This is an optimization exercise on Yosys and OpenROAD, whose aim is small area, not a production implementation.
RTL that was checked went through simulation tests only; none was proved equivalent to the original.
Function not checked in runs 1 and 3: the RTL went through the layout flow alone.
Power figures rest on the tool's default switching activity, not on a simulated workload.

$ cat flow/constraint.sdc
create_clock -name core_clock -period 15.0 [get_ports {clk}]
set_input_delay 3.0000 -clock core_clock [delete_from_list [all_inputs] [get_ports {clk}]]
set_output_delay 3.0000 -clock core_clock [all_outputs]
set_load 0.01 [all_outputs]
$ cat flow/design.v
module mscc_top
(
  input  wire        clk,
  input  wire        resetb,
  output wire [15:2] ram_iaddr,
  input  wire [31:0] ram_irdata,
  output wire [15:2] ram_addr,
  output wire [3:0]  ram_wstrb,
  input  wire [31:0] ram_rdata,
  output wire [31:0] ram_wdata,
  input  wire [7:0]  gpio_in,
  output wire [7:0]  gpio_out,
  output wire [7:0]  gpio_dir
);
  integer i;
  reg [31:1] pc;             
  reg        fd_reset;       
  reg        xb_bubble;
  reg        xb_regwrite;
  reg [4:0]  xb_rd;
  reg        xb_load;
  reg [2:0]  xb_f3;          
  reg        xb_exc;         
  reg [3:0]  xb_code;        
  reg [31:0] xb_res;         
  reg [31:2] xb_pc;
  reg        w_out, w_dir, w_mtl, w_mth, w_cmpl, w_cmph;
  reg [31:0] csr_dout;       
  reg [63:0] mcycle, minstret;
  reg [31:2] mepc, mtvec;
  reg [31:0] mscratch, mcause, mtval;
  reg        mpie, mie, mtie, irq_p;
  reg [63:0] mtime, mtimecmp;
  reg        irq;
  reg [7:0]  gin_p, gout, gdir;
  reg [32*32-1:32] rf;       
  assign gpio_out = gout;
  assign gpio_dir = gdir;
  wire [31:0] inst = ram_irdata;
  wire [4:0]  opc  = inst[6:2];
  wire [2:0]  f3   = inst[14:12];
  wire [6:0]  f7   = inst[31:25];
  wire        run  = ~fd_reset;
  wire o_load   = opc == 5'b00000;
  wire o_fence  = opc == 5'b00011;
  wire o_imm    = opc == 5'b00100;
  wire o_auipc  = opc == 5'b00101;
  wire o_store  = opc == 5'b01000;
  wire o_op     = opc == 5'b01100;
  wire o_lui    = opc == 5'b01101;
  wire o_branch = opc == 5'b11000;
  wire o_jalr   = opc == 5'b11001;
  wire o_jal    = opc == 5'b11011;
  wire o_sys    = opc == 5'b11100;
  wire known = o_load | o_fence | o_imm | o_auipc | o_store | o_op | o_lui
             | o_branch | o_jalr | o_jal | o_sys;
  reg [31:0] imm;
  always @(*) begin
    if (o_imm | o_jalr | o_load | o_fence | o_sys)
      imm = (o_imm & f3[1:0] == 2'b01) ? {27'b0, inst[24:20]}
                                        : {{21{inst[31]}}, inst[30:20]};
    else if (o_lui | o_auipc)
      imm = {inst[31:12], 12'b0};
    else if (o_jal)
      imm = {{12{inst[31]}}, inst[19:12], inst[20], inst[30:21], 1'b0};
    else if (o_branch)
      imm = {{20{inst[31]}}, inst[7], inst[30:25], inst[11:8], 1'b0};
    else if (o_store)
      imm = {{21{inst[31]}}, inst[30:25], inst[11:8], inst[7]};
    else
      imm = 32'b0;
  end
  wire [4:0] a1 = o_lui ? 5'd0 : inst[19:15];
  wire [4:0] a2 = inst[24:20];
  reg  [31:0] ld_data;
  wire [31:0] xb_wd = xb_load ? ld_data : xb_res;
  wire fwd1 = xb_regwrite & (xb_rd != 5'd0) & (a1 == xb_rd);
  wire fwd2 = xb_regwrite & (xb_rd != 5'd0) & (a2 == xb_rd);
  reg [30:0] sel1, sel2;
  always @(*) begin
    for (i = 1; i < 32; i = i + 1) begin
      sel1[i-1] = ~fwd1 & (a1 == i[4:0]);
      sel2[i-1] = ~fwd2 & (a2 == i[4:0]);
    end
  end
  wire [31:0] rd1, rd2;
  genvar gb, gk;
  generate for (gb = 0; gb < 32; gb = gb + 1) begin : RDBIT
    wire [30:0] col;
    for (gk = 1; gk < 32; gk = gk + 1) begin : COL
      assign col[gk-1] = rf[32*gk + gb];
    end
    mscc_ao31 m1 (.s(sel1), .d(col), .y(rd1[gb]));
    mscc_ao31 m2 (.s(sel2), .d(col), .y(rd2[gb]));
  end endgenerate
  wire [31:0] rs1 = fwd1 ? xb_wd : rd1;
  wire [31:0] rs2 = fwd2 ? xb_wd : rd2;
  wire        sub  = o_branch | ((o_op | o_imm) & f3[2:1] == 2'b01)
                   | (o_op & f3 == 3'b000 & f7[5]);
  wire [31:0] op2  = (o_op | o_branch) ? rs2 : imm;
  wire [32:0] sum  = {1'b0, rs1} + {1'b0, op2 ^ {32{sub}}} + {32'b0, sub};
  wire        ltu  = ~sum[32];
  wire        lts  = ltu ^ rs1[31] ^ op2[31];
  wire        eq   = sum[31:0] == 32'b0;
  wire        ltx  = f3[1] ? ltu : lts;
  wire        take = run & o_branch
                   & (f3[2] ? (ltx ^ f3[0]) : (f3[1] ? 1'b0 : (eq ^ f3[0])));
  wire        mret = run & o_sys & f3 == 3'b000 & f7 == 7'b0011000;
  wire [31:1] pc_imm = pc + imm[31:1];
  wire [31:1] pc_4   = {pc[31:2] + 30'd1, pc[1]};
  wire irq_init = mtie & irq & ~irq_p;
  wire init_exc = irq_init | (~xb_bubble & xb_exc);
  reg [31:1] npc;
  always @(*) begin
    if (init_exc)                     npc = {mtvec, 1'b0};
    else if (mret)                    npc = {mepc, 1'b0};
    else if (take | (run & o_jal))    npc = pc_imm;
    else if (run & o_jalr)            npc = sum[31:1];
    else                              npc = pc_4;
  end
  assign ram_iaddr = npc[15:2];
  wire ill = run & (~known
           | (o_branch & f3[2:1] == 2'b01)
           | (o_load & (f3 == 3'b011 | f3[2:1] == 2'b11))
           | (o_store & (f3[2] | f3[1:0] == 2'b11))
           | (o_sys & ((f3 == 3'b000 & f7 != 7'b0 & f7 != 7'b0011000)
                       | f3 == 3'b100)));
  wire ld_mis = run & o_load
              & ((f3[1:0] == 2'b01 & sum[0]) | (f3 == 3'b010 & (sum[0] | sum[1])));
  wire st_mis = run & o_store
              & ((f3 == 3'b001 & sum[0]) | (f3 == 3'b010 & (sum[0] | sum[1])));
  wire sys0   = run & o_sys & f3 == 3'b000 & f7 == 7'b0;
  wire ecall  = sys0 & ~inst[20];
  wire ebreak = sys0 & inst[20];
  wire imis   = npc[1];
  wire [11:0] ca = inst[31:20];
  wire csr_op = run & o_sys & f3[1:0] != 2'b00;
  wire c_mstatus  = ca == 12'h300;
  wire c_misa     = ca == 12'h301;
  wire c_mie      = ca == 12'h304;
  wire c_mtvec    = ca == 12'h305;
  wire c_mscratch = ca == 12'h340;
  wire c_mepc     = ca == 12'h341;
  wire c_mcause   = ca == 12'h342;
  wire c_mtval    = ca == 12'h343;
  wire c_mip      = ca == 12'h344;
  wire c_mcycle   = ca == 12'hB00;
  wire c_minstret = ca == 12'hB02;
  wire c_mcycleh  = ca == 12'hB80;
  wire c_minstreth= ca == 12'hB82;
  wire c_id       = ca == 12'hF11 | ca == 12'hF12 | ca == 12'hF13 | ca == 12'hF14;
  wire c_impl = c_mstatus | c_misa | c_mie | c_mtvec | c_mscratch | c_mepc
              | c_mcause | c_mtval | c_mip | c_mcycle | c_minstret | c_mcycleh
              | c_minstreth | c_id;
  wire perf = (imm[11:8] == 4'hB & imm[6:5] == 2'b00
               & ~(imm[4] == 1'b0 & (imm[3:0] == 4'h0 | imm[3:0] == 4'h2)))
            | (imm[11:8] == 4'h3 & imm[7:5] == 3'b001);
  reg [31:0] csr_rdata;
  always @(*) begin
    csr_rdata = 32'b0;
    if (c_mstatus)   csr_rdata = csr_rdata | {19'b0, 2'b11, 3'b0, mpie, 3'b0, mie, 3'b0};
    if (c_misa)      csr_rdata = csr_rdata | 32'h40000100;
    if (c_mie)       csr_rdata = csr_rdata | {24'b0, mtie, 7'b0};
    if (c_mtvec)     csr_rdata = csr_rdata | {mtvec, 2'b0};
    if (c_mscratch)  csr_rdata = csr_rdata | mscratch;
    if (c_mepc)      csr_rdata = csr_rdata | {mepc, 2'b0};
    if (c_mcause)    csr_rdata = csr_rdata | mcause;
    if (c_mtval)     csr_rdata = csr_rdata | mtval;
    if (c_mip)       csr_rdata = csr_rdata | {24'b0, irq, 7'b0};
    if (c_mcycle)    csr_rdata = csr_rdata | mcycle[31:0];
    if (c_minstret)  csr_rdata = csr_rdata | minstret[31:0];
    if (c_mcycleh)   csr_rdata = csr_rdata | mcycle[63:32];
    if (c_minstreth) csr_rdata = csr_rdata | minstret[63:32];
  end
  wire [31:0] csr_opnd = f3[2] ? {27'b0, inst[19:15]} : rs1;
  wire [31:0] csr_wval = (f3[1:0] == 2'b01) ? csr_opnd
                       : (f3[1:0] == 2'b10) ? (csr_rdata | csr_opnd)
                       : (csr_rdata & ~csr_opnd);
  wire csr_go = csr_op & ~init_exc;
  wire csr_we = csr_go & (f3[1:0] == 2'b01 | inst[19:15] != 5'd0);
  wire csr_rd = csr_go & inst[11:7] != 5'd0 & c_impl;
  wire [31:0] csr_dnext = perf ? 32'b0 : csr_rd ? csr_rdata : csr_dout;
  wire ill_csr = csr_op & ~c_impl & ~perf & ~xb_bubble;
  wire [31:0] sh_l  = rs1 << op2[4:0];
  wire [31:0] sh_r  = $signed({inst[30] & rs1[31], rs1}) >>> op2[4:0];
  reg  [31:0] alu;
  always @(*) begin
    case (f3)
      3'b000: alu = sum[31:0];
      3'b001: alu = sh_l;
      3'b010: alu = {31'b0, lts};
      3'b011: alu = {31'b0, ltu};
      3'b100: alu = rs1 ^ op2;
      3'b101: alu = sh_r;
      3'b110: alu = rs1 | op2;
      default: alu = rs1 & op2;
    endcase
  end
  reg [31:0] res;
  always @(*) begin
    if (o_imm | o_op)          res = alu;
    else if (o_auipc)          res = {pc_imm, 1'b0};
    else if (o_jal | o_jalr)   res = {pc_4, 1'b0};
    else if (o_sys)            res = csr_dnext;
    else if (o_store & ~st_mis) res = rs2;
    else                       res = sum[31:0];
  end
  wire rw = run & (o_imm | o_lui | o_auipc | o_op | o_jal | o_jalr | o_load | csr_op)
          & ~ill & ~ld_mis;
  wire [3:0] be_b = 4'b0001 << sum[1:0];
  wire [3:0] be_h = sum[0] ? 4'b0000 : (sum[1] ? 4'b1100 : 4'b0011);
  wire [3:0] st_be = (f3 == 3'b000) ? be_b : (f3 == 3'b001) ? be_h
                   : (f3 == 3'b010) ? 4'b1111 : 4'b0000;
  wire st_go = run & o_store & ~st_mis & ~init_exc;
  assign ram_wstrb = (st_go & ~sum[31]) ? st_be : 4'b0;
  assign ram_addr  = sum[15:2];
  assign ram_wdata = {f3[1] ? rs2[31:24] : f3[0] ? rs2[15:8] : rs2[7:0],
                      f3[1] ? rs2[23:16] : rs2[7:0],
                      (f3[1:0] == 2'b00) ? rs2[7:0] : rs2[15:8],
                      rs2[7:0]};
  wire io_we = st_go & sum[31:8] == 24'h800000;
  always @(posedge clk) begin
    if (!resetb) begin
      pc <= 31'h7FFFFFFE;
      fd_reset <= 1'b1;
      xb_bubble <= 1'b1;
      xb_regwrite <= 1'b0;
      w_out <= 1'b0; w_dir <= 1'b0;
      w_mtl <= 1'b0; w_mth <= 1'b0; w_cmpl <= 1'b0; w_cmph <= 1'b0;
    end else begin
      pc <= npc;
      fd_reset <= 1'b0;
      xb_bubble <= init_exc;
      xb_regwrite <= rw & ~init_exc;
      w_out  <= io_we & sum[7:0] == 8'h00;
      w_dir  <= io_we & sum[7:0] == 8'h01;
      w_mtl  <= io_we & sum[7:2] == 6'b000100;
      w_mth  <= io_we & sum[7:2] == 6'b000101;
      w_cmpl <= io_we & sum[7:2] == 6'b000110;
      w_cmph <= io_we & sum[7:2] == 6'b000111;
    end
    xb_rd   <= inst[11:7];
    xb_load <= o_load;
    xb_f3   <= f3;
    xb_res  <= res;
    xb_pc   <= pc[31:2];
    xb_exc  <= imis | ill | ebreak | ld_mis | st_mis | ecall | ill_csr;
    xb_code <= imis ? 4'd0 : (ill | ill_csr) ? 4'd2 : ebreak ? 4'd3
             : ld_mis ? 4'd4 : st_mis ? 4'd6 : 4'd11;
  end
  wire [7:0]  gval = (gdir & gout) | (~gdir & gin_p);
  wire [31:0] io_rd = {mtime[31:16],
                       xb_res[4] ? mtime[15:8] : gdir,
                       xb_res[4] ? mtime[7:0]  : gval};
  wire [31:0] src = xb_res[31] ? io_rd : ram_rdata;
  wire [15:0] hw  = xb_res[1] ? src[31:16] : src[15:0];
  wire [7:0]  bt  = xb_res[0] ? hw[15:8] : hw[7:0];
  always @(*) begin
    if (xb_f3[1])      ld_data = src;
    else if (xb_f3[0]) ld_data = {{16{~xb_f3[2] & hw[15]}}, hw};
    else               ld_data = {{24{~xb_f3[2] & bt[7]}}, bt};
  end
  always @(posedge clk) begin
    for (i = 1; i < 32; i = i + 1)
      if (resetb & xb_regwrite & (xb_rd == i[4:0])) rf[32*i +: 32] <= xb_wd;
  end
  wire trap = ~xb_bubble & (irq_init | xb_exc);
  wire [63:0] mcycle_inc = mcycle + 64'd1;
  wire [63:0] minstret_inc = minstret + {63'b0, ~xb_bubble};
  always @(posedge clk) begin
    if (!resetb) begin
      mcycle <= 64'b0;
      minstret <= 64'b0;
      mtvec <= 30'h1;
      mpie <= 1'b0;
      mie <= 1'b0;
      mtie <= 1'b0;
      irq_p <= 1'b0;
    end else begin
      irq_p <= irq;
      mcycle <= {(csr_we & c_mcycleh) ? csr_wval : mcycle_inc[63:32],
                 (csr_we & c_mcycle)  ? csr_wval : mcycle_inc[31:0]};
      minstret <= {(csr_we & c_minstreth) ? csr_wval : minstret_inc[63:32],
                   (csr_we & c_minstret)  ? csr_wval : minstret_inc[31:0]};
      if (init_exc) mpie <= mie;
      if (csr_we & c_mstatus) begin
        mpie <= csr_wval[7];
        mie <= csr_wval[3];
      end
      if (csr_we & c_mie) mtie <= csr_wval[7];
      if (csr_we & c_mtvec) mtvec <= csr_wval[31:2];
    end
    csr_dout <= csr_dnext;
    if (csr_we & c_mscratch) mscratch <= csr_wval;
    if (trap) mepc <= xb_pc;
    else if (csr_we & c_mepc) mepc <= csr_wval[31:2];
    if (trap) begin
      if (irq_init) mcause <= 32'h80000007;
      else mcause <= {28'b0, xb_code};
    end else if (csr_we & c_mcause) mcause <= csr_wval;
    if (trap) begin
      if (irq_init | xb_code == 4'd2) mtval <= 32'b0;
      else if (xb_code == 4'd0) mtval <= {pc, 1'b0};
      else if (xb_code[2]) mtval <= xb_res;
    end else if (csr_we & c_mtval) mtval <= csr_wval;
  end
  wire [63:0] mtime_inc = mtime + 64'd1;
  always @(posedge clk) begin
    if (!resetb) begin
      gin_p <= 8'b0;
      gout <= 8'b0;
      gdir <= 8'b0;
      mtime <= 64'b0;
      mtimecmp <= 64'b0;
      irq <= 1'b0;
    end else begin
      gin_p <= gpio_in;
      if (w_out) gout <= xb_res[7:0];
      if (w_dir) gdir <= xb_res[7:0];
      mtime <= {w_mth ? xb_res : mtime_inc[63:32],
                w_mtl ? xb_res : mtime_inc[31:0]};
      if (w_cmpl) mtimecmp[31:0] <= xb_res;
      if (w_cmph) mtimecmp[63:32] <= xb_res;
      if (mtime == mtimecmp) irq <= 1'b1;
      else if (w_cmpl | w_cmph) irq <= 1'b0;
    end
  end
endmodule
module mscc_ao31 (input wire [30:0] s, input wire [30:0] d, output wire y);
  assign y = |(s & d);
endmodule
$ cat flow/run.sh
#!/bin/bash
# synth_recipe.tcl (not shown) runs the flow's synth.tcl, then flattens the netlist and writes it again
# the make line also repeats each setting of config.mk as NAME=value (left out here)
make -C /OpenROAD-flow-scripts/flow DESIGN_CONFIG=/design/flow/config.mk WORK_HOME=/design/flow/orfs CLKGATE_MAP_FILE= SYNTH_SCRIPT=/design/flow/synth_recipe.tcl finish
$ cat flow/config.mk
export PLATFORM = sky130hd
export DESIGN_NAME = mscc_top
export DESIGN_NICKNAME = mscc_top
export VERILOG_FILES = /design/flow/design.v
export SDC_FILE = /design/flow/constraint.sdc
export NUM_CORES = 4
export LEC_CHECK = 0
export CAP_MARGIN = 20
export CELL_PAD_IN_SITES_DETAIL_PLACEMENT = 2
export CELL_PAD_IN_SITES_GLOBAL_PLACEMENT = 3
export CORE_MARGIN = 2
export CORE_UTILIZATION = 30
export SETUP_SLACK_MARGIN = 0.5
export SLEW_MARGIN = 20
export SYNTH_HIERARCHICAL = 1
export SYNTH_MINIMUM_KEEP_SIZE = 0
==> impl_metrics.yaml, run 1 <==
outcome:
  status: "finished with violations"
  violations: "negative setup slack"
yosys:
  async_reset_ff_frac: 0
  syn-cell-area_sq_um: 82370
  yosysTopAreaCellShare: 0.4076
  synth_nets: 7987
  synth_top_flop_cell: "edfxtp_1"
  synth_edf_count: 1118
  syn-instance-count: 7780
  ys_seq_area_frac: 0.5201
  synth_cell_type_count: 98
  ys_ff_latch: 1581
  yosys-top-cells-area: "edfxtp_1 41%, dfxtp_1 11%, a22oi_1 7.6%"
  ys.warnings.count: 7
  yosys.area.top_type: "edfxtp_1"
  synth.avg_cell_area_sq_um: 10.59
run:
  drv_cap: 0
pwr:
  p_total_mw: 14.16
  vdd_ir_drop_max_uv: 102.9
  power.density_nw_per_um2: 134.0
  p_leak_nw: 37.65
setup_path:
  crit_required_ns: 12.00
  critPathTopFamily: "simple AND/OR/NAND/NOR gates"
  arrival_ns: 12.16
  critPathKind: "in -> out"
  crit_cells: 45
  cp-start-kind: "input port"
  reg2reg_depth: 43
  endpoint_kind: "output pin"
  slowest_stage: "or4_4"
  worstPathMaxFanout: 13
  critPathBufInv: 17
  r2r_slack_ns: 4.30
  r2r_end: "pc[25]"
  critPathMaxStageDelay_ns: 0.62
  r2r-start: "xb_rd[0]"
  critPathLaunch: "ram_irdata[21]"
  critPathCapture: "ram_iaddr[9]"
final_layout:
  fin_cells: 12760
  drive_above_1_share: 0.2160
  syn2layout_area_growth_pct: 28.31
  nets: 9075
placement:
  pre_cts_slack_ns: -1.276
  gp_congestion: 0.9728
  hpwl_um: 359600
  port_buffers: 151
  dpl.cell_count: 12180
timing:
  grt_setup_unrepaired: "true"
  hold_violations: 0
  slew_viol_final: 0
  fmax_ghz: 0.06596
  setup_violations: 11
  tns_ns: -0.8625
  finalWorstSetupSlack_ns: -0.1609
  tightest_slew_ns: 1.266
  finalCritPeriodShare: 1.011
  slew_headroom: 0.1484
  min_period_ns: 15.16
  worst_clock_skew_ns: 0.1278
global_routing:
  track_usage: 0.3338
  antenna_found_initial: 43
  grt_pass1_wl_um: 652800
  overflow: 0
  grt_max_degree: 79
  grt_pass1_vias: 78940
clocking:
  clock-sinks: 1581
  hold_buffers: 0
  cts_tree: "done"
  clk_pin_slew_ns: 0.06
  insertion_delay_ns: 0.95
  cts_made_buffers: 197
  htree_levels: 4
  clock_path_buffers: 4
  root_buffer: "clkbuf_16"
route:
  post_drt_wl_per_cell_um: 37.47
  viasPerCell: 5.906
  dr.pass1.iters: 9
  drc: 0
  routed_wl_um: 478100
  drt_iter0_markers: 6427
  drtAntennaViolNets: 0
  vias: 75360
floorplanning:
  die_h_um: 528.0
  row_count: 192
  initial_core_util: 0.3013
  boundaryPins: 154
  core_area_sq_um: 273400
  die_w_um: 528.0
  die_area_sq_um: 278800
min_path:
  hp-class: "reg -> reg"
-- stage by stage --
stage	hold slack, ns	util	area (sq um)
2_1_floorplan	0.3853	-	82730
3_3_place_gp	0.4318	0.3541	96800
3_5_place_dp	0.4301	0.3542	96830
4_1_cts	0.4432	0.3832	104700
5_1_grt	0.4537	0.3865	105700
6_report	0.4453	0.3866	105700
-- per-module statistics from Yosys (local to each module, per instance) --
module,cells inside,copies in the design,flops+latches,cell area [sq um]
mscc_ao31,20,64,0,153.9
mscc_top,6500,1,1581,72520
-- cell type report --
type / count / area (sq um)
fillers: 28690 / 167700
flip-flops and latches: 1581 / 42850
multi-input cells: 5631 / 39830
repair buffers: 1280 / 11120
clock buffers: 254 / 5336
well taps: 3589 / 4491
clock inverters: 105 / 1022
inverters: 177 / 678.2
diodes: 143 / 357.8
-- Yosys cell counts (all sizes together) (63+ instances only) --
library cell / n
clkbuf: 316
nand3: 279
inv: 171
o21ai: 282
a222oi: 74
a22oi: 835
nor2: 811
a221oi: 128
o211ai: 69
edfxtp: 1118
a21oi: 390
dfxtp: 463
a211oi: 214
a22o: 97
xor2: 166
nand2: 551
or4: 73
xnor2: 233
mux2: 63
nand4: 186
buf: 76
mux2i: 329
nor3: 87
o22ai: 67
ha: 131
-- flip-flops by register name, summed over array words and instances, names as in the netlist, 4 cells and up --
name / flops
mtval: 32
mtime: 64
xb_rd: 5
xb_code: 4
mtvec: 30
gdir: 8
xb_res: 32
mscratch: 32
csr_dout: 32
mepc: 30
mcycle: 64
mtimecmp: 64
gin_p: 8
minstret: 64
pc: 31
mcause: 32
rf: 992
gout: 8
xb_pc: 30
-- kinds of logic after synthesis --
group                    count (synthesis)  synth area share
XOR/XNOR                               400           0.04270
AO/OA/AOI/OAI                         2410            0.2109
adder cells (fa/ha/maj)                133           0.02038
AND/OR/NAND/NOR                       2294            0.1301
buffers and inverters                  569           0.02695
multiplexers                           393           0.04887
flip-flops                            1581            0.5201
-- worst min-delay path by stage --
stage	startpoint	endpoint	slack, ns	cells after the start
5_1_grt	pc[11]	xb_pc[11]	0.45	0
6_report	pc[11]	xb_pc[11]	0.45	0
3_5_place_dp	pc[31]	xb_pc[31]	0.43	0
3_3_place_gp	pc[31]	xb_pc[31]	0.43	0
2_1_floorplan	pc[31]	xb_pc[31]	0.39	0
4_1_cts	pc[31]	xb_pc[31]	0.44	0
-- power by group --
group          switching (mW)  internal [mW]
combinational            2.81           1.25
clock                    2.04           2.78
sequential              0.177           5.10
-- layout by cell type (no fill, tap or decap), types with 200 or more instances in the layout --
master     netlist  final
edfxtp_1      1118   1118
xnor2_1        233    223
dfxtp_1        463    457
nand3_1        278    258
mux2i_1        329    309
o21ai_0        279    264
a22oi_1        835    812
nand2_1        551    539
nor2_1         811    712
clkbuf_16        0    200
a21oi_1        389    354
a211oi_1       213    213
buf_4           17   1002
-- what timing repair did --
| action | 4_1_cts | 5_1_grt |
|---|---|---|
| pin swaps | 90 | 38 |
| setup buffers | 54 | 22 |
| cloned | 4 | 0 |
| resized for setup | 336 | 76 |
| setup endpoints to repair | 18 | 14 |
-- routing by layer --
metal / up-vias / global-route usage / wire, um
met1: 39780 / 0.4098 / 194300
met2: 2219 / 0.5398 / 221300
li1: 32630 / - / -
met4: 2 / 0.2528 / 41820
met5: - / 0 / 9
met3: 741 / 0.03580 / 20650
==> run 2: changes to the inputs <==
--- a/flow/design.v
+++ b/flow/design.v
@@ -78,21 +78,11 @@
   wire fwd2 = xb_regwrite & (xb_rd != 5'd0) & (a2 == xb_rd);
-  reg [30:0] sel1, sel2;
+  reg [31:0] rs1, rs2;
   always @(*) begin
+    rs1 = fwd1 ? xb_wd : 32'b0;
+    rs2 = fwd2 ? xb_wd : 32'b0;
     for (i = 1; i < 32; i = i + 1) begin
-      sel1[i-1] = ~fwd1 & (a1 == i[4:0]);
-      sel2[i-1] = ~fwd2 & (a2 == i[4:0]);
+      rs1 = rs1 | (rf[32*i +: 32] & {32{~fwd1 & (a1 == i[4:0])}});
+      rs2 = rs2 | (rf[32*i +: 32] & {32{~fwd2 & (a2 == i[4:0])}});
     end
   end
-  wire [31:0] rd1, rd2;
-  genvar gb, gk;
-  generate for (gb = 0; gb < 32; gb = gb + 1) begin : RDBIT
-    wire [30:0] col;
-    for (gk = 1; gk < 32; gk = gk + 1) begin : COL
-      assign col[gk-1] = rf[32*gk + gb];
-    end
-    mscc_ao31 m1 (.s(sel1), .d(col), .y(rd1[gb]));
-    mscc_ao31 m2 (.s(sel2), .d(col), .y(rd2[gb]));
-  end endgenerate
-  wire [31:0] rs1 = fwd1 ? xb_wd : rd1;
-  wire [31:0] rs2 = fwd2 ? xb_wd : rd2;
   wire        sub  = o_branch | ((o_op | o_imm) & f3[2:1] == 2'b01)
@@ -328,4 +318 @@
 endmodule
-module mscc_ao31 (input wire [30:0] s, input wire [30:0] d, output wire y);
-  assign y = |(s & d);
-endmodule
--- a/flow/config.mk
+++ b/flow/config.mk
@@ -14,3 +14 @@
 export SLEW_MARGIN = 20
-export SYNTH_HIERARCHICAL = 1
-export SYNTH_MINIMUM_KEEP_SIZE = 0
==> impl_metrics.yaml, run 2 <==
route:
  vias: 82750
  viasPerCell: 6.510
  drc: 0
  drtAntennaViolNets: 0
  routed_wl_um: 567400
  drt_iter0_markers: 12840
  dr.pass1.iters: 10
  post_drt_wl_per_cell_um: 44.63
final_layout:
  finish.utilization: 0.3917
  syn2layout_area_growth_pct: 29.86
  nets: 9154
  final_common_cell: "buf_4"
  regArea_sq_um: 42850
  nFillCells: 28530
  final_cell_mix: "1,119 x buf_4, 1,118 x edfxtp_1, 797 x nor2_1, 462 x nand2_1, 456 x dfxtp_1"
  regMostFlops: "rf"
  multiInputGateArea_sq_um: 38870
  drive_above_1_share: 0.2304
  largest_reg_flops: 992
setup_path:
  cp-start-kind: "input port"
  crit_required_ns: 12.00
  endpoint_kind: "output pin"
  critPathKind: "in -> out"
  path_common_cell: "buf_6"
  slowest_stage: "or4_4"
  r2r-start: "gdir[7]"
  reg2reg_depth: 35
  r2r_end: "pc[30]"
  r2r_slack_ns: 5.40
  arrival_ns: 11.45
  critPathMaxStageDelay_ns: 0.49
  worstPathMaxFanout: 6
floorplanning:
  boundaryPins: 154
  die_area_sq_um: 279300
  core_area_sq_um: 273600
  die_w_um: 528.5
  row_count: 192
  die_h_um: 528.5
  initial_core_util: 0.3016
yosys:
  yosys.area.top_type: "edfxtp_1"
  ys_seq_area_frac: 0.5191
  synth_common_cells: "1,118 x edfxtp_1, 859 x nor2_1, 497 x clkbuf_1"
  synth_top_flop_cell: "edfxtp_1"
  synth_edf_count: 1118
  async_reset_ff_frac: 0
  synth_cell_type_count: 96
  ys_ff_latch: 1581
  synth.most_common_cell: "edfxtp_1"
  syn-cell-area_sq_um: 82530
  synth.avg_cell_area_sq_um: 10.48
  synth_nets: 8083
  ys.warnings.count: 1
  syn-instance-count: 7876
  yosysTopAreaCellShare: 0.4068
  yosys-top-cells-area: "edfxtp_1 41%, dfxtp_1 11%, a22oi_1 4.1%"
clocking:
  cts_tree: "done"
  cts_made_buffers: 195
  htree_levels: 4
  root_buffer: "clkbuf_16"
  insertion_delay_ns: 0.93
  clock-sinks: 1581
  clk_pin_slew_ns: 0.06
  clock_path_buffers: 4
timing:
  slew_viol_final: 0
  min_period_ns: 14.45
  grt_setup_unrepaired: "true"
  finalCritPeriodShare: 0.9630
  hold_violations: 0
  tightest_slew_ns: 1.345
  fmax_ghz: 0.06923
  setup_violations: 0
  tns_ns: 0
  slew_headroom: 0.09401
  worst_clock_skew_ns: 0.08638
outcome:
  status: "finished clean"
run:
  drv_cap: 0
global_routing:
  grt_pass1_wl_um: 749600
  track_usage: 0.3930
  grt_max_degree: 82
  antenna_found_initial: 59
  overflow: 0
  grt_pass1_vias: 81230
min_path:
  min_from: "pc[28]"
  min_to: "xb_pc[28]"
  min_path_cells: 0
  hp-class: "reg -> reg"
pwr:
  power.density_nw_per_um2: 132.0
  p_total_mw: 14.14
  vdd_ir_drop_max_uv: 99.97
  p_leak_nw: 38.77
placement:
  hpwl_um: 410500
  port_buffers: 151
  gp_congestion: 0.9536
run 2: cell types whose count changed after synthesis, moves of 48 or more:
cell / before / now
a211oi_1: 213 / 271
a22o_1: 97 / 245
or2_2: 12 / 64
or4_1: 72 / 11
a221oi_1: 64 / 270
nand3_1: 278 / 203
clkbuf_1: 316 / 497
nor2_1: 811 / 859
a22oi_1: 835 / 449
nand2_1: 551 / 470
a221oi_2: 64 / 0
run 2: critical path: cells and delay by family:
| family | cells | cell delay [ns] |
|---|---|---|
| AOI/OAI and AO/OA | 11 | 2.36 |
| xor gates and xnor gates | 3 | 0.50 |
| adders and majority gates | 1 | 0.37 |
| buffers and inverters | 12 | 2.02 |
| muxes | 3 | 0.85 |
| and+or+nand+nor | 10 | 2.29 |
run 2: report_power, final:
| part | leakage [nW] | switching [mW] | internal [mW] |
|---|---|---|---|
| clock | 3.21 | 2.15 | 2.91 |
| sequential | 13.9 | 0.0980 | 5.08 |
| combinational | 21.7 | 2.71 | 1.19 |
| total | 38.8 | 4.96 | 9.18 |
run 2: cell families (layout without fill, tap and decap cells):
family                     after synthesis  count (layout)  share of synthesized area
xor gates and xnor gates               372             372                    0.03948
buffers and inverters                  777            2004                    0.03711
muxes                                  339             339                    0.04184
DFF                                   1581            1581                     0.5191
other                                    0              20                          0
adders and majority gates              133             133                    0.02035
AOI/OAI and AO/OA                     2435            2435                     0.2156
and+or+nand+nor                       2239            2239                     0.1266
run 2: what timing repair did:
item | 4_1_cts | 5_1_grt
hold buffers | 0 | 0
setup buffers | 82 | 25
pin swaps | 70 | 52
gates resized for setup | 266 | 79
endpoints found under the setup margin | 16 | 14
cloned | 2 | 0
run 2: how the worst max path moves through the flow:
| stage | end | slack [ns] | cells past startpoint | from |
|---|---|---|---|---|
| floorplan | ram_iaddr[3] | 1.20 | 36 | ram_irdata[21] |
| global placement | ram_iaddr[13] | -1.42 | 42 | ram_irdata[22] |
| detailed placement | ram_iaddr[13] | -1.50 | 42 | ram_irdata[22] |
| CTS | ram_iaddr[15] | 0.50 | 41 | ram_irdata[22] |
| global route | ram_iaddr[3] | 0.36 | 44 | ram_irdata[23] |
| finish | ram_iaddr[3] | 0.55 | 40 | ram_irdata[21] |
run 2: per-stage QoR:
stage | hold WS [ns] | area [sq um] | setup WS [ns] | cells
finish | 0.4752 | 107200 | 0.5546 | 12710
global route | 0.4834 | 107100 | 0.3624 | 12700
CTS | 0.4676 | 106500 | 0.5005 | 12660
detailed placement | 0.4664 | 98130 | -1.504 | 12230
global placement | 0.4604 | 98120 | -1.418 | 12230
floorplan | 0.3853 | 82530 | 1.200 | 7876
run 2: final cells by class:
type / count / area share
multi-input combinational: 5518 / 0.3626
sequential: 1581 / 0.3998
timing repair buffer: 1478 / 0.1274
clock buffer: 239 / 0.04860
inverter: 173 / 0.006199
antenna: 20 / 0.0004670
tap: 3589 / 0.04190
clock inverter: 114 / 0.01301
run 2: layer usage:
metal / GRT usage / part of all wire / up-vias
met3: 0.09306 / 0.11 / 1207
li1: - / - / 32680
met4: 0.2040 / 0.060 / 30
met1: 0.5546 / 0.43 / 43590
met2: 0.5526 / 0.41 / 5247
met5: 0 / 0.00036 / -
==> run 3: changes to the inputs <==
--- a/flow/design.v
+++ b/flow/design.v
@@ -78,14 +78,24 @@
   wire fwd2 = xb_regwrite & (xb_rd != 5'd0) & (a2 == xb_rd);
-  reg [31:0] rs1, rs2;
+  reg [30:0] sel1, sel2;
   always @(*) begin
-    rs1 = fwd1 ? xb_wd : 32'b0;
-    rs2 = fwd2 ? xb_wd : 32'b0;
     for (i = 1; i < 32; i = i + 1) begin
-      rs1 = rs1 | (rf[32*i +: 32] & {32{~fwd1 & (a1 == i[4:0])}});
-      rs2 = rs2 | (rf[32*i +: 32] & {32{~fwd2 & (a2 == i[4:0])}});
+      sel1[i-1] = a1 == i[4:0];
+      sel2[i-1] = a2 == i[4:0];
     end
   end
-  wire        sub  = o_branch | ((o_op | o_imm) & f3[2:1] == 2'b01)
+  wire [31:0] rd1, rd2;
+  genvar gb, gk;
+  generate for (gb = 0; gb < 32; gb = gb + 1) begin : RDBIT
+    wire [30:0] col;
+    for (gk = 1; gk < 32; gk = gk + 1) begin : COL
+      assign col[gk-1] = rf[32*gk + gb];
+    end
+    mscc_ao31 m1 (.s(sel1), .d(col), .y(rd1[gb]));
+    mscc_ao31 m2 (.s(sel2), .d(col), .y(rd2[gb]));
+  end endgenerate
+  wire [31:0] rs1 = fwd1 ? xb_wd : rd1;
+  wire [31:0] rs2 = fwd2 ? xb_wd : rd2;
+  wire        sub  = ((o_op | o_imm) & f3[2:1] == 2'b01)
                    | (o_op & f3 == 3'b000 & f7[5]);
-  wire [31:0] op2  = (o_op | o_branch) ? rs2 : imm;
+  wire [31:0] op2  = o_op ? rs2 : imm;
   wire [32:0] sum  = {1'b0, rs1} + {1'b0, op2 ^ {32{sub}}} + {32'b0, sub};
@@ -93,4 +103,6 @@
   wire        lts  = ltu ^ rs1[31] ^ op2[31];
-  wire        eq   = sum[31:0] == 32'b0;
-  wire        ltx  = f3[1] ? ltu : lts;
+  wire        eq   = rs1 == rs2;
+  wire        b_ltu = rs1 < rs2;
+  wire        b_lts = b_ltu ^ rs1[31] ^ rs2[31];
+  wire        ltx  = f3[1] ? b_ltu : b_lts;
   wire        take = run & o_branch
@@ -102,10 +114,11 @@
   wire init_exc = irq_init | (~xb_bubble & xb_exc);
-  reg [31:1] npc;
+  reg [31:1] npc_early;
   always @(*) begin
-    if (init_exc)                     npc = {mtvec, 1'b0};
-    else if (mret)                    npc = {mepc, 1'b0};
-    else if (take | (run & o_jal))    npc = pc_imm;
-    else if (run & o_jalr)            npc = sum[31:1];
-    else                              npc = pc_4;
+    if (init_exc)                     npc_early = {mtvec, 1'b0};
+    else if (mret)                    npc_early = {mepc, 1'b0};
+    else if (run & o_jal)             npc_early = pc_imm;
+    else                              npc_early = pc_4;
   end
+  wire        sel_jalr = run & o_jalr & ~init_exc;
+  wire [31:1] npc = (take & ~init_exc) ? pc_imm : sel_jalr ? sum[31:1] : npc_early;
   assign ram_iaddr = npc[15:2];
@@ -318 +331,4 @@
 endmodule
+module mscc_ao31 (input wire [30:0] s, input wire [30:0] d, output wire y);
+  assign y = |(s & d);
+endmodule
--- a/flow/config.mk
+++ b/flow/config.mk
@@ -7,3 +7,3 @@
 export LEC_CHECK = 0
-export CAP_MARGIN = 20
+export CAP_MARGIN = 15
 export CELL_PAD_IN_SITES_DETAIL_PLACEMENT = 2
@@ -12,3 +12,8 @@
 export CORE_UTILIZATION = 30
-export SETUP_SLACK_MARGIN = 0.5
-export SLEW_MARGIN = 20
+export CTS_CLUSTER_DIAMETER = 60
+export CTS_CLUSTER_SIZE = 18
+export GPL_TIMING_DRIVEN = 1
+export SETUP_SLACK_MARGIN = 0.4
+export SLEW_MARGIN = 15
+export SYNTH_HIERARCHICAL = 1
+export SYNTH_MINIMUM_KEEP_SIZE = 0
==> impl_metrics.yaml, run 3 <==
floorplanning:
  core_area_sq_um: 279900
  row_count: 194
  initial_core_util: 0.3021
  die_w_um: 534.9
  die_h_um: 534.9
  boundaryPins: 154
  die_area_sq_um: 286100
final_layout:
  final_cell_mix: "1,118 x edfxtp_1, 803 x a22oi_1, 692 x nor2_1, 512 x buf_4, 505 x nand2_1"
  fin_cells: 12500
  final_common_cell: "edfxtp_1"
  fin_area_sq_um: 100700
  drive_above_1_share: 0.1415
  finish.utilization: 0.3598
  syn2layout_area_growth_pct: 19.10
  largest_reg_flops: 992
  nets: 8709
  regMostFlops: "rf"
timing:
  finalWorstSetupSlack_ns: 0.1333
  holdWs_ns: 0.4531
  finalCritPeriodShare: 0.9911
  hold_violations: 0
  grt_setup_unrepaired: "false"
  fmax_ghz: 0.06726
  tightest_slew_ns: 1.325
  min_period_ns: 14.87
  slew_viol_final: 0
  slew_headroom: 0.1126
  tns_ns: 0
  setup_violations: 0
  worst_clock_skew_ns: 0.07399
setup_path:
  path_cells: "clkdlybuf4s50_1, buf_4, nand3b_1, nor2_4, buf_12, a22oi_1, nand3_1, or4_1, mux2i_1, inv_1, a21oi_1, xnor2_1, ha_1, nand4_1, nor4_1, a21oi_1, a21boi_1, buf_4, buf_4, a31o_2, nor2_1, or3b_2, nor3_1, clkdlybuf4s50_1"
  crit_required_ns: 12.00
  worstPathMaxFanout: 19
  arrival_ns: 11.87
  cp-start-kind: "input port"
  critPathMaxStageDelay_ns: 0.90
  critPathTopFamily: "simple AND/OR/NAND/NOR gates"
  critPathBufInv: 7
  path_common_cell: "buf_4"
  critPathKind: "in -> out"
  endpoint_kind: "output pin"
  slowest_stage: "a21oi_1"
yosys:
  synth.most_common_cell: "edfxtp_1"
  synth_common_cells: "1,118 x edfxtp_1, 803 x a22oi_1, 790 x nor2_1"
  synth_edf_count: 1118
  yosys-top-cells-area: "edfxtp_1 40%, dfxtp_1 11%, a22oi_1 7.1%"
  syn-cell-area_sq_um: 84560
  syn-instance-count: 8026
  async_reset_ff_frac: 0
  synth_nets: 8265
  yosysTopAreaCellShare: 0.3970
  synth_cell_type_count: 105
  synth_top_flop_cell: "edfxtp_1"
  ys_seq_area_frac: 0.5067
  ys.warnings.count: 7
  ys_ff_latch: 1581
  synth.avg_cell_area_sq_um: 10.54
  yosys.area.top_type: "edfxtp_1"
route:
  viasPerCell: 6.195
  dr.pass1.iters: 8
  routed_wl_um: 514900
  post_drt_wl_per_cell_um: 41.21
  drtAntennaViolNets: 0
  vias: 77400
  drt_iter0_markers: 7825
  drc: 0
placement:
  gp_congestion: 0.9952
  pre_cts_slack_ns: 0.3642
  port_buffers: 151
  placed_cell_area_sq_um: 94210
  hpwl_um: 382200
  dpl.cell_count: 12000
clocking:
  cts_tree: "done"
  clock_path_buffers: 4
  htree_levels: 4
  root_buffer: "clkbuf_16"
  clock-sinks: 1581
  insertion_delay_ns: 0.91
  cts_made_buffers: 175
  clk_pin_slew_ns: 0.06
global_routing:
  antenna_found_initial: 58
  grt_pass1_wl_um: 693100
  overflow: 0
  grt_pass1_vias: 79000
  track_usage: 0.3492
  grt_max_degree: 81
min_path:
  hp-class: "reg -> reg"
run:
  drv_cap: 0
pwr:
  p_total_mw: 13.40
  vdd_ir_drop_max_uv: 102.6
  power.density_nw_per_um2: 133.1
  p_leak_nw: 34.03
outcome:
  status: "finished clean"
[run 3: cell types whose count changed after synthesis, moves of 49 or more]
| cell | change |
|---|---|
| a211oi_1 | -62 |
| a21oi_1 | +94 |
| a221oi_1 | -189 |
| a221oi_2 | +69 |
| a22o_1 | -136 |
| a22oi_1 | +354 |
| clkbuf_1 | -202 |
| nand3_1 | +99 |
| nor2_1 | -69 |
| o211ai_1 | -49 |
| or4_1 | +61 |
[run 3: path summary, 6_finish.rpt]
path             startpoint      endpoint  slack [ns]  depth (start not counted)
min                  pc[28]     xb_pc[28]        0.45                          0
max reg2reg      xb_res[31]         w_mth        5.05                         25
max          ram_irdata[24]  ram_wstrb[2]        0.13                         24
min reg2reg          pc[28]     xb_pc[28]        0.45                          0
[run 3: cell families (layout without fill, tap and decap cells)]
kind of cell    count (synthesis)  in the layout  synth area share
compound gates               2610           2610            0.2257
xor+xnor                      396            396           0.04102
fa+ha+maj                     165            165           0.02459
buf+inv                       591           1177           0.02835
flops                        1581           1581            0.5067
mux                           338            338           0.04162
other cells                     0            159                 0
simple gates                 2345           2345            0.1321
[run 3: layout make-up]
| class | instances | area, sq um |
|---|---|---|
| flip-flops and latches | 1581 | 42850 |
| clock buffers | 189 | 4536 |
| well taps | 3724 | 4659 |
| inverters | 170 | 648.1 |
| diodes | 159 | 397.9 |
| clock inverters | 130 | 1413 |
| fillers | 29730 | 179200 |
| repair buffers | 688 | 5642 |
| multi-input cells | 5854 | 40560 |
[run 3: layer usage]
layer  vias to the layer above  part of all wire  track usage  wire [um]
li1                      32610                 -            -          -
met1                     41060              0.41       0.4392     210200
met2                      2805              0.45       0.5516     233200
met3                       916             0.052      0.04205      26650
met4                        18             0.087       0.2594      44660
met5                         -           0.00022            0        115
[run 3: what timing repair did]
item | CTS | global route
endpoints found under the hold margin | 0 | 0
setup buffers | 1 | 3
pin swaps | 0 | 1
hold buffers | 0 | 0
resized for setup | 0 | 7
setup endpoints to repair | 3 | 5
[run 3: per-module statistics from Yosys (local to each module, per instance)]
module	cells	copies in the design	flip-flops and latches
mscc_top	6746	1	1581
mscc_ao31	20	64	0
[run 3: power by group]
group / total (mW) / internal (mW) / leakage (nW) / switching, mW
Sequential: 5.18 / 5.05 / 13.9 / 0.130
Clock: 4.59 / 2.41 / 2.85 / 2.18
Combinational: 3.63 / 0.944 / 17.3 / 2.69
==> run 4: changes to the inputs <==
--- a/flow/design.v
+++ b/flow/design.v
@@ -186,4 +186,9 @@
   wire ill_csr = csr_op & ~c_impl & ~perf & ~xb_bubble;
-  wire [31:0] sh_l  = rs1 << op2[4:0];
-  wire [31:0] sh_r  = $signed({inst[30] & rs1[31], rs1}) >>> op2[4:0];
+  wire        sh_left = ~f3[2];
+  reg  [31:0] rs1_rev, sh_l;
+  always @(*) for (i = 0; i < 32; i = i + 1) rs1_rev[i] = rs1[31-i];
+  wire [31:0] sh_in = sh_left ? rs1_rev : rs1;
+  wire [32:0] sh_o  = $signed({~sh_left & inst[30] & rs1[31], sh_in}) >>> op2[4:0];
+  always @(*) for (i = 0; i < 32; i = i + 1) sh_l[i] = sh_o[31-i];
+  wire [31:0] sh_r  = sh_o[31:0];
   reg  [31:0] alu;
@@ -332,3 +337,13 @@
 module mscc_ao31 (input wire [30:0] s, input wire [30:0] d, output wire y);
-  assign y = |(s & d);
+  wire [10:0] g;
+  genvar k;
+  generate for (k = 0; k < 10; k = k + 1) begin : G
+    mscc_aoi222 u (.a1(s[3*k]), .a2(d[3*k]), .b1(s[3*k+1]), .b2(d[3*k+1]),
+                   .c1(s[3*k+2]), .c2(d[3*k+2]), .y(g[k]));
+  end endgenerate
+  assign g[10] = ~(s[30] & d[30]);
+  assign y = ~&g;
+endmodule
+module mscc_aoi222 (input wire a1, a2, b1, b2, c1, c2, output wire y);
+  assign y = ~((a1 & a2) | (b1 & b2) | (c1 & c2));
 endmodule
==> impl_metrics.yaml, run 4 <==
outcome:
  status: "finished clean"
setup_path:
  arrival_ns: 11.54
  critPathKind: "in -> out"
  r2r_end: "w_mth"
  r2r_slack_ns: 5.65
  reg2reg_depth: 22
  cp-start-kind: "input port"
  r2r-start: "xb_res[31]"
  crit_required_ns: 12.00
  worstPathMaxFanout: 21
  endpoint_kind: "output pin"
min_path:
  min_path_cells: 0
  min_to: "xb_pc[25]"
  hp-class: "reg -> reg"
  min_from: "pc[25]"
global_routing:
  track_usage: 0.3375
  grt_max_degree: 145
  overflow: 0
  grt_pass1_wl_um: 650200
  grt_pass1_vias: 75190
  antenna_found_initial: 39
yosys:
  synth.avg_cell_area_sq_um: 10.94
  synth_nets: 7690
  synth_edf_count: 1118
  yosys-top-cells-area: "edfxtp_1 41%, dfxtp_1 11%, a222oi_1 8.1%"
  yosys.area.top_type: "edfxtp_1"
  yosysTopAreaCellShare: 0.4117
  synth_common_cells: "1,118 x edfxtp_1, 847 x nor2_1, 661 x a222oi_1"
  ys_ff_latch: 1581
  synth-compound-area-share: 0.2094
  synthAdderAreaFrac: 0.02535
  synth_xor_area_frac: 0.04210
  synth_top_flop_cell: "edfxtp_1"
  ys_seq_area_frac: 0.5254
  ys.warnings.count: 7
  muxShareOfSynthArea: 0.04509
  synth_cell_type_count: 101
  syn-cell-area_sq_um: 81550
  synth_top_family_by_area: "compound AO/OA/AOI/OAI gates"
  syn-instance-count: 7452
  synth-simple-area-share: 0.1262
  async_reset_ff_frac: 0
  synth.most_common_cell: "edfxtp_1"
route:
  dr.pass1.iters: 12
  vias: 73240
  routed_wl_um: 481100
  viasPerCell: 6.326
  drc: 0
  drt_iter0_markers: 9996
  post_drt_wl_per_cell_um: 41.56
  drtAntennaViolNets: 0
timing:
  slew_viol_final: 0
  finalCritPeriodShare: 0.9692
  tns_ns: 0
  grt_setup_unrepaired: "false"
  fmax_ghz: 0.06878
  slew_headroom: 0.05255
  min_period_ns: 14.54
  worst_clock_skew_ns: 0.07788
  hold_violations: 0
  finalWorstSetupSlack_ns: 0.4616
  setup_violations: 0
  tightest_slew_ns: 1.421
placement:
  placed_cell_area_sq_um: 90730
  port_buffers: 151
  gp_congestion: 0.9900
  pre_cts_slack_ns: 0.3796
  hpwl_um: 348600
clocking:
  root_buffer: "clkbuf_16"
  clk_pin_slew_ns: 0.06
  cts_made_buffers: 177
  htree_levels: 4
  cts_tree: "done"
  clock-sinks: 1581
  hold_buffers: 0
  clock_path_buffers: 4
  insertion_delay_ns: 0.91
final_layout:
  finish.utilization: 0.3582
  largest_reg_flops: 992
  final_cell_mix: "1,118 x edfxtp_1, 741 x nor2_1, 661 x a222oi_1, 599 x nand2_1, 456 x dfxtp_1"
  final_common_cell: "edfxtp_1"
  syn2layout_area_growth_pct: 18.85
  drive_above_1_share: 0.1332
  fin_area_sq_um: 96910
  regMostFlops: "rf"
  nets: 8081
pwr:
  p_leak_nw: 33.14
  p_total_mw: 13.49
  power.density_nw_per_um2: 139.2
  vdd_ir_drop_max_uv: 92.28
floorplanning:
  initial_core_util: 0.3014
  die_w_um: 525.4
  core_area_sq_um: 270500
  boundaryPins: 154
  die_area_sq_um: 276000
  row_count: 191
  die_h_um: 525.4
run:
  drv_cap: 0
-- run 4: changes by cell type after synthesis, moves of 36 or more --
cell | previous run | this run
a2111o_1 | 4 | 64
mux2i_1 | 289 | 229
nand3_1 | 302 | 188
a21oi_1 | 436 | 400
a221oi_2 | 69 | 1
a22oi_1 | 803 | 85
or4_1 | 72 | 7
nor2_1 | 790 | 847
nand2_1 | 515 | 605
a22o_1 | 109 | 29
a222oi_1 | 98 | 661
-- run 4: layout make-up --
| type | count | area [sq um] |
|---|---|---|
| fill | 28590 | 173600 |
| sequential | 1581 | 42850 |
| multi-input combinational | 5330 | 37780 |
| timing repair buffer | 609 | 5129 |
| clock buffer | 198 | 4633 |
| tap | 3570 | 4467 |
| clock inverter | 128 | 1456 |
| inverter | 144 | 554.3 |
| antenna | 17 | 42.54 |
-- run 4: modules after synthesis, one instance, submodules excluded --
module	cells inside	copies in the design	area, sq um
mscc_top	6556	1	73380
mscc_ao31	4	64	27.53
mscc_aoi222	1	640	10.01
-- run 4: worst max-delay path by stage --
| stage | cells past startpoint | endpoint | slack, ns | startpoint |
|---|---|---|---|---|
| 3_5_place_dp | 27 | ram_iaddr[3] | 0.38 | ram_irdata[3] |
| 5_1_grt | 28 | ram_wstrb[1] | 0.40 | ram_irdata[3] |
| 6_report | 28 | ram_wstrb[1] | 0.46 | ram_irdata[3] |
| 2_1_floorplan | 27 | ram_wstrb[1] | 2.75 | ram_irdata[21] |
| 3_3_place_gp | 27 | ram_iaddr[3] | 0.37 | ram_irdata[3] |
| 4_1_cts | 27 | ram_iaddr[3] | 0.50 | ram_irdata[3] |
-- run 4: metal layers --
metal,track usage,up-vias,share of wire
met1,0.4241,38820,0.41
met3,0.04721,791,0.060
met4,0.1914,12,0.066
met5,0,-,0.00016
li1,-,30760,-
met2,0.5552,2859,0.47
-- run 4: stage by stage --
stage | hold WS (ns) | instances
5_1_grt | 0.4619 | 11560
4_1_cts | 0.4620 | 11560
3_5_place_dp | 0.4550 | 11230
2_1_floorplan | 0.3677 | 7452
3_3_place_gp | 0.4492 | 11230
6_report | 0.4539 | 11580
-- run 4: timing repair --
item / in CTS / in global routing
endpoints found under the setup margin: 1 / 12
gates cloned: 0 / 0
gates resized for setup: 1 / 4
setup buffers: 0 / 2
pin swaps: 0 / 0
-- run 4: worst max-delay path, stage by stage --
cell and delay (ns):
clkdlybuf4s50_1 0.74, and4bb_1 0.44, nand2_1 0.20, nand3_1 0.43, buf_4 0.31, nor2_4 0.16, buf_4 0.33, a222oi_1 0.46
nand4_1 0.46, a2111o_1 0.65, mux2i_1 0.41, inv_1 0.37, ha_1 0.42, buf_4 0.16, inv_1 0.11, o21bai_1 0.09
a21o_1 0.19, a21oi_1 0.16, o21bai_1 0.09, a31oi_1 0.22, o31ai_2 0.12, a31oi_1 0.24, buf_4 0.21, xor2_1 0.19
nor4b_1 0.30, buf_4 0.22, and2_1 0.23, clkdlybuf4s50_1 0.58
-- run 4: power by group --
part	total (mW)	internal (mW)	switching, mW
Sequential	5.31	5.07	0.241
Combinational	3.48	0.924	2.56
Clock	4.70	2.53	2.17
Total	13.5	8.52	4.97
-- run 4: cells by family after synthesis --
group | Yosys count
flip-flops | 1581
AO/OA/AOI/OAI | 2195
buffers and inverters | 541
multiplexers | 318
adder cells (fa/ha/maj) | 164
XOR/XNOR | 392
AND/OR/NAND/NOR | 2261
==> run 5: changes to the inputs <==
--- a/flow/config.mk
+++ b/flow/config.mk
@@ -7,3 +7,3 @@
 export LEC_CHECK = 0
-export CAP_MARGIN = 15
+export CAP_MARGIN = 20
 export CELL_PAD_IN_SITES_DETAIL_PLACEMENT = 2
@@ -12,7 +12,7 @@
 export CORE_UTILIZATION = 30
-export CTS_CLUSTER_DIAMETER = 60
-export CTS_CLUSTER_SIZE = 18
+export CTS_CLUSTER_DIAMETER = 80
+export CTS_CLUSTER_SIZE = 24
 export GPL_TIMING_DRIVEN = 1
-export SETUP_SLACK_MARGIN = 0.4
-export SLEW_MARGIN = 15
+export SETUP_SLACK_MARGIN = 0.3
+export SLEW_MARGIN = 20
 export SYNTH_HIERARCHICAL = 1
==> impl_metrics.yaml, run 5 <==
outcome:
  status: "finished clean"
final_layout:
  largest_reg_flops: 992
  final_common_cell: "edfxtp_1"
  multiInputGateArea_sq_um: 37790
  drive_above_1_share: 0.1237
  syn2layout_area_growth_pct: 16.59
  regMostFlops: "rf"
  nFillCells: 28820
  regArea_sq_um: 42850
  fin_cells: 11480
  final_cell_mix: "1,118 x edfxtp_1, 742 x nor2_1, 661 x a222oi_1, 599 x nand2_1, 456 x dfxtp_1"
  nets: 8026
  fin_area_sq_um: 95070
setup_path:
  endpoint_kind: "output pin"
  worstPathMaxFanout: 23
  critPathBufInv: 7
  crit_required_ns: 12.00
  r2r-start: "xb_res[31]"
  critPathKind: "in -> out"
  r2r_slack_ns: 5.73
  reg2reg_depth: 22
  path_common_cell: "nand4_1"
  arrival_ns: 11.57
  cp-start-kind: "input port"
  slowest_stage: "clkdlybuf4s50_1"
  r2r_end: "w_mth"
  critPathMaxStageDelay_ns: 0.75
  critPathTopFamily: "simple AND/OR/NAND/NOR gates"
timing:
  worst_clock_skew_ns: 0.07856
  tns_ns: 0
  fmax_ghz: 0.06864
  setup_violations: 0
  hold_violations: 0
  finalCritPeriodShare: 0.9713
  slew_viol_final: 0
  min_period_ns: 14.57
  tightest_slew_ns: 1.297
  finalWorstSetupSlack_ns: 0.4308
  grt_setup_unrepaired: "false"
  slew_headroom: 0.1239
min_path:
  hp-class: "reg -> reg"
  min_path_cells: 0
  min_from: "pc[31]"
  min_to: "xb_pc[31]"
yosys:
  ys_ff_latch: 1581
  synthAdderAreaFrac: 0.02535
  syn-instance-count: 7452
  yosys-top-cells-area: "edfxtp_1 41%, dfxtp_1 11%, a222oi_1 8.1%"
  synth_top_flop_cell: "edfxtp_1"
  yosys.area.top_type: "edfxtp_1"
  synth_xor_area_frac: 0.04210
  synth.avg_cell_area_sq_um: 10.94
  yosysTopAreaCellShare: 0.4117
  synth-compound-area-share: 0.2094
  synth_edf_count: 1118
  synth_nets: 7690
  ys_seq_area_frac: 0.5254
  ys.warnings.count: 7
  syn-cell-area_sq_um: 81550
  synth_cell_type_count: 101
  synth_common_cells: "1,118 x edfxtp_1, 847 x nor2_1, 661 x a222oi_1"
  async_reset_ff_frac: 0
  synth_top_family_by_area: "compound AO/OA/AOI/OAI gates"
  synth-simple-area-share: 0.1262
  synth.most_common_cell: "edfxtp_1"
  muxShareOfSynthArea: 0.04509
pwr:
  power.share.switching: 0.3820
  pwr-share-clk: 0.294
  p_int_mw: 7.694
  comb_power_share: 0.279
  power.density_nw_per_um2: 130.9
  p_total_mw: 12.45
  power_frac_seq: 0.426
  vdd_ir_drop_max_uv: 127.1
  p_leak_nw: 32.26
  switching_power_mw: 4.755
placement:
  gp_congestion: 0.9900
  port_buffers: 151
  placed_cell_area_sq_um: 90740
  hpwl_um: 348700
  pre_cts_slack_ns: 0.3509
  dpl.cell_count: 11230
clocking:
  cts.repair.resized: 1
  clock_path_buffers: 3
  cts_tree: "done"
  clock-sinks: 1581
  root_buffer: "clkbuf_16"
  cts_made_buffers: 119
  clk_pin_slew_ns: 0.08
  insertion_delay_ns: 0.88
  postCtsSetupBuffers: 0
  htree_levels: 3
  hold_buffers: 0
floorplanning:
  boundaryPins: 154
  initial_core_util: 0.3014
  die_h_um: 525.4
  die_w_um: 525.4
  die_area_sq_um: 276000
  row_count: 191
  core_area_sq_um: 270500
global_routing:
  track_usage: 0.3361
  overflow: 0
  grt_pass1_wl_um: 647000
  antenna_found_initial: 32
  grt_max_degree: 145
  grt_pass1_vias: 74490
route:
  vias: 72840
  drtAntennaViolNets: 0
  drc: 0
  viasPerCell: 6.348
  drt_iter0_markers: 9755
  dr.pass1.iters: 10
  post_drt_wl_per_cell_um: 41.73
  routed_wl_um: 478800
run:
  drv_cap: 0
==> run 5: cell counts after synthesis <==
Identical to the previous run, type by type.
==> run 5: final cells by class <==
| cell class | instances | area share |
|---|---|---|
| Antenna cell | 20 | 0.0005264 |
| Clock buffer | 127 | 0.03195 |
| Clock inverter | 91 | 0.01252 |
| Inverter | 144 | 0.005791 |
| Multi-Input combinational cell | 5330 | 0.3974 |
| Sequential cell | 1581 | 0.4507 |
| Tap cell | 3570 | 0.04698 |
| Timing Repair Buffer | 612 | 0.05409 |
==> run 5: power groups by stage <==
| stage | combinational [mW] | clock, mW | sequential, mW |
|---|---|---|---|
| global placement | 3.32 | 0 | 5.40 |
| global route | 3.55 | 3.85 | 5.30 |
| detailed placement | 3.38 | 0 | 5.41 |
| CTS | 3.40 | 3.72 | 5.31 |
| finish | 3.48 | 3.66 | 5.31 |
| floorplan | 1.49 | 0 | 5.24 |
==> run 5: through the flow <==
stage / hold slack (ns) / util
floorplan: 0.3677 / -
global placement: 0.4492 / 0.3353
detailed placement: 0.4524 / 0.3354
CTS: 0.4643 / 0.3511
global route: 0.4656 / 0.3513
finish: 0.4714 / 0.3514
==> run 5: cells by family after synthesis <==
logic type,count (synthesis)
compound gates,2195
buf+inv,541
flops,1581
simple gates,2261
mux,318
xor+xnor,392
fa+ha+maj,164
==> run 5: Yosys stat by module, one instance, submodules excluded <==
module	times used	cell area, sq um
mscc_aoi222	640	10.01
mscc_ao31	64	27.53
mscc_top	1	73380
==> run 5: worst max path at each step <==
stage                                to           start  slack [ns]  cells after the start
after floorplan            ram_wstrb[1]  ram_irdata[21]        2.75                     27
after global placement     ram_iaddr[3]   ram_irdata[3]        0.37                     27
after detailed placement   ram_iaddr[3]   ram_irdata[3]        0.35                     27
after CTS                  ram_iaddr[3]   ram_irdata[3]        0.48                     27
after global routing      ram_iaddr[13]   ram_irdata[3]        0.35                     24
final                     ram_iaddr[13]   ram_irdata[3]        0.43                     25
==> run 5: worst register-to-register path, cell delays in order (launching register included) <==
cell and delay (ns):
dfxtp_2 0.64, mux2i_1 0.61, a22oi_1 0.32, a21oi_4 0.70, buf_4 0.49, a21oi_4 0.29
mux2i_1 0.83, buf_4 0.32, nor2_1 0.07, nor2_1 0.48, xnor2_1 0.17, ha_1 0.42
and3_1 0.22, and3_1 0.17, a311oi_1 0.56, a21oi_1 0.32, xnor2_1 0.75, nand4_1 0.18
nor4_1 0.30, nand4_1 0.12, or4_1 0.74, nor4_1 0.30, buf_4 0.19
==> run 5: layer usage <==
| metal | up-vias | GRT usage | routed length [um] |
|---|---|---|---|
| li1 | 30570 | - | - |
| met3 | 706 | 0.04918 | 28510 |
| met2 | 2762 | 0.5539 | 224100 |
| met5 | - | 0 | 63 |
| met4 | 10 | 0.1847 | 30860 |
| met1 | 38790 | 0.4223 | 195300 |

==> static timing again, ports no longer ideal <==
The results above use ideal ports. As a check the final layouts listed here were re-extracted and re-timed, cells and wires unchanged. Step 1, drivers: a clkbuf_16 drives clk and a buf_2 each remaining input, both assumed. Step 2 times the ports against the registers' clock, not the clock port: input delays grow and output delays shrink by t, the midpoint of the rising clock arrivals with the driver on. a / b / c = ideal / step 1 / step 2; a / b = the first two.
run | shift t [ns] | slack for setup (ns) | hold slack, ns | latest minus earliest clock arrival (ns) | worst data-port slew with drivers (ns)
run 1 | 0.989 | -0.161 / -0.186 / -0.186 | 0.445 / 0.445 / 0.445 | 0.129 / 0.128 | 0.17
run 2 | 0.994 | 0.555 / 0.517 / 0.517 | 0.475 / 0.475 / 0.475 | 0.091 / 0.091 | 0.09
run 3 | 0.990 | 0.133 / 0.099 / 0.099 | 0.453 / 0.453 / 0.453 | 0.074 / 0.074 | 0.18
run 4 | 0.972 | 0.462 / 0.436 / 0.436 | 0.454 / 0.454 / 0.454 | 0.078 / 0.077 | 0.24
run 5 | 0.937 | 0.431 / 0.405 / 0.405 | 0.471 / 0.471 / 0.471 | 0.079 / 0.078 | 0.24
For run 2, which loses most, drivers alone change the setup slack by -0.038 ns; drivers and shift together by -0.038 ns.
